From an optimization exercise on the open Yosys and OpenROAD flow, aimed at small area, a short achievable clock period and few clock cycles per item; shortcuts taken in it are not production practice. RTL that was checked went through simulation tests only; none was proved equivalent to the original.

// M1
module M1 (
  input logic Clock,
  input logic Resetn,
  input logic Start,
  output logic Stop,
  output logic[17:0]   SRAM_address,
  output logic[15:0]   SRAM_write_data,
  output logic         SRAM_we_n,
  input logic[15:0]    SRAM_read_data
);
clock: 24.0 ns
lec_check: 0
cap_margin: 20
core_margin: 2
core_utilization: 40
slew_margin: 20
standard.sh (not shown) runs the stock make flow with config.mk's settings and CLKGATE_MAP_FILE= SYNTH_SCRIPT=/design/flow/synth_recipe.tcl, a recipe that flattens the netlist after the stock synthesis.
==> flow/flow/run.sh <==
#!/bin/bash
# Standard synthesis and layout, with faster port buffers (buf_4) and the
# extra ORFS settings listed in flow/make.env (one NAME=value per line).
# Logs go to this folder.
set -uo pipefail
here=$(pwd)
args=()
while IFS= read -r line; do [ -n "$line" ] && args+=("$line"); done < flow/make.env
bash standard.sh synth > "$here/synth.log" 2>&1 || exit 1
bash standard.sh finish "BUFFER_PORTS_ARGS=-buffer_cell sky130_fd_sc_hd__buf_4" \
  "${args[@]}" > "$here/layout.log" 2>&1 || exit 1
==> flow/flow/make.env <==
CTS_CLUSTER_SIZE=25
CTS_CLUSTER_DIAMETER=100
Then changed:
--- a/flow/design.v
+++ b/flow/design.v
@@ -33,24 +33,33 @@
 always_comb begin
   for (int k = 0; k < 6; k++) t[k] = cw[2*k];
   s1 = (m0 & ~i_3) ? t[2] : t[1];
   s0 = m0 ? s1 : t[0];
   s2 = t[2];
   s3 = (m79 & i_3) ? t[2] : t[3];
   s4 = m79 ? s3 : t[4];
   s5 = m79 ? s3 : (m78 & i_3) ? t[4] : t[5];
 end
 logic [8:0] ia, ib, ic;       
+function automatic logic [8:0] add8(input logic [7:0] x, input logic [7:0] y);
+  logic c;
+  c = 1'b0;
+  for (int i = 0; i < 8; i++) begin
+    add8[i] = x[i] ^ y[i] ^ c;
+    c = (x[i] & y[i]) | (x[i] & c) | (y[i] & c);
+  end
+  add8[8] = c;
+endfunction
 always_ff @(posedge Clock) begin
-  ia <= {1'b0, s0} + {1'b0, s5};
-  ib <= {1'b0, s1} + {1'b0, s4};
-  ic <= {1'b0, s2} + {1'b0, s3};
+  ia <= add8(s0, s5);
+  ib <= add8(s1, s4);
+  ic <= add8(s2, s3);
 end
 wire [16:0] isum;
 wire [8:0]  ichr = isum[16:8];
 wire ti_w1 = ia[7] ^ ia[5]; wire ti_w2 = ia[7] & ia[5];
 wire ti_w3 = ia[8] ^ ia[6]; wire ti_w4 = ia[8] & ia[6];
 wire ti_w5 = ia[4] ^ ia[2]; wire ti_w6 = ia[4] & ia[2];
 wire ti_w7 = ia[5] ^ ia[3] ^ ia[1]; wire ti_w8 = (ia[5] & ia[3]) | (ia[1] & (ia[5] ^ ia[3]));
 wire ti_w9 = ~ib[3] ^ ~ib[1] ^ ~ib[0]; wire ti_w10 = (~ib[3] & ~ib[1]) | (~ib[0] & (~ib[3] ^ ~ib[1]));
 wire ti_w11 = ia[6] ^ ia[4] ^ ia[2]; wire ti_w12 = (ia[6] & ia[4]) | (ia[2] & (ia[6] ^ ia[4]));
 wire ti_w13 = ~ib[4] ^ ~ib[2] ^ ~ib[1]; wire ti_w14 = (~ib[4] & ~ib[2]) | (~ib[1] & (~ib[4] ^ ~ib[2]));
@@ -350,21 +359,21 @@
 wire tg_w207 = tg_w115 ^ tg_w162 ^ tg_w163; wire tg_w208 = (tg_w115 & tg_w162) | (tg_w163 & (tg_w115 ^ tg_w162));
 wire tg_w209 = tg_w119 ^ tg_w164 ^ tg_w165; wire tg_w210 = (tg_w119 & tg_w164) | (tg_w165 & (tg_w119 ^ tg_w164));
 wire tg_w211 = tg_w123 ^ tg_w166 ^ tg_w167; wire tg_w212 = (tg_w123 & tg_w166) | (tg_w167 & (tg_w123 ^ tg_w166));
 wire tg_w213 = tg_w127 ^ tg_w168 ^ tg_w169; wire tg_w214 = (tg_w127 & tg_w168) | (tg_w169 & (tg_w127 ^ tg_w168));
 wire tg_w215 = ~(tg_w170 ^ tg_w171); wire tg_w216 = (tg_w170) | (tg_w171);
 wire tg_w217 = tg_w130 ^ tg_w172; wire tg_w218 = tg_w130 & tg_w172;
 wire [26:0] tg_ra = {1'b1, 1'b1, tg_w216, tg_w214, tg_w212, tg_w210, tg_w208, tg_w206, tg_w204, tg_w202, tg_w200, tg_w198, tg_w196, tg_w194, tg_w192, tg_w190, tg_w188, tg_w186, tg_w184, tg_w182, tg_w180, tg_w178, tg_w176, tg_w174, 1'b1, ~ev[1], ~ev[0]};
 wire [26:0] tg_rb = {1'b0, tg_w218, tg_w217, tg_w215, tg_w213, tg_w211, tg_w209, tg_w207, tg_w205, tg_w203, tg_w201, tg_w199, tg_w197, tg_w195, tg_w193, tg_w191, tg_w189, tg_w187, tg_w185, tg_w183, tg_w181, tg_w179, tg_w177, tg_w175, tg_w173, 1'b0, 1'b1};
 assign sG = tg_ra + tg_rb;
 logic [10:0] qx, qg;          
-logic [7:0] cx, cg, hb;
+logic [7:0] cx, cg;
 function automatic logic [7:0] clip(input logic [10:0] x);
   if (x[10]) clip = 8'd0;
   else if (x[9:8] != 2'b00) clip = 8'd255;
   else clip = x[7:0];
 endfunction
 always_comb begin
   cx = clip(qx);
   cg = clip(qg);
 end
 logic wr_next;     
@@ -409,16 +418,14 @@
 end
 always_ff @(posedge Clock) begin
   if (ph[0] | ph[3]) yw <= SRAM_read_data;
   if (ph[0] | ph[1] | ph[4] | ph[6]) begin
     for (int k = 0; k < 15; k++) cw[k] <= cw[k+1];
     cw[13] <= (ph[4] | ph[6]) ? SRAM_read_data[15:8] : cw[14];
     cw[15] <= SRAM_read_data[7:0];
   end
   qx <= sX[26:16];
   qg <= sG[26:16];
-  hb <= cx;
-  if (ph[4] | ph[8]) SRAM_write_data <= {hb, cx};
-  else if (ph[5] | ph[9]) SRAM_write_data <= {cg, cx};
-  else SRAM_write_data <= {cx, cg};
+  if (!(ph[4] | ph[8])) SRAM_write_data[15:8] <= (ph[5] | ph[9]) ? cg : cx;
+  SRAM_write_data[7:0] <= (ph[2] | ph[6]) ? cg : cx;
 end
 endmodule
After rerunning: The changed run passed the timing, design-rule and antenna checks; worst setup slack is better by 19 ps; wire length drops by about 4%; count of clock-buffer cells in the layout stays the same; worst hold slack stays flat; core utilization stays flat; register-to-register slack is worse by 160 ps; first-iteration DRC count drops by 7.4%; synthesized cell count drops by about 5%; clock skew climbs by 3.3 ps.
Testbench counts after the change, summed over its fixed seeds: cycles 768,120, images 4.
Only the layout flow was run in the first run of this note; the RTL was not checked for function there.

==> separate check: timing with driven ports <==
No port has a modelled driver above. Below, the same layouts with a new extraction and two added sets of constraints.
Step 1: set_driving_cell puts a clkbuf_16 on Clock and a buf_2 on each other input, an assumption about the parent block.
Step 2 moves the port delays by t, midway between the first and last clock arrival at a register: inputs arrive t later, outputs are due t later. That takes back most of the time a late clock gives input paths.
Slacks: no drivers / after step 1 / after step 2; pairs: no drivers / after step 1.
run	shift t [ns]	slack for setup (ns)	clock arrival spread, ns	cell pins on the clock port's net
the first run	0.583	18.098 / 18.041 / 18.503	0.023 / 0.023	1
the second run	0.574	18.117 / 18.067 / 18.513	0.023 / 0.023	1
After both steps setup and hold are still met in every run listed.
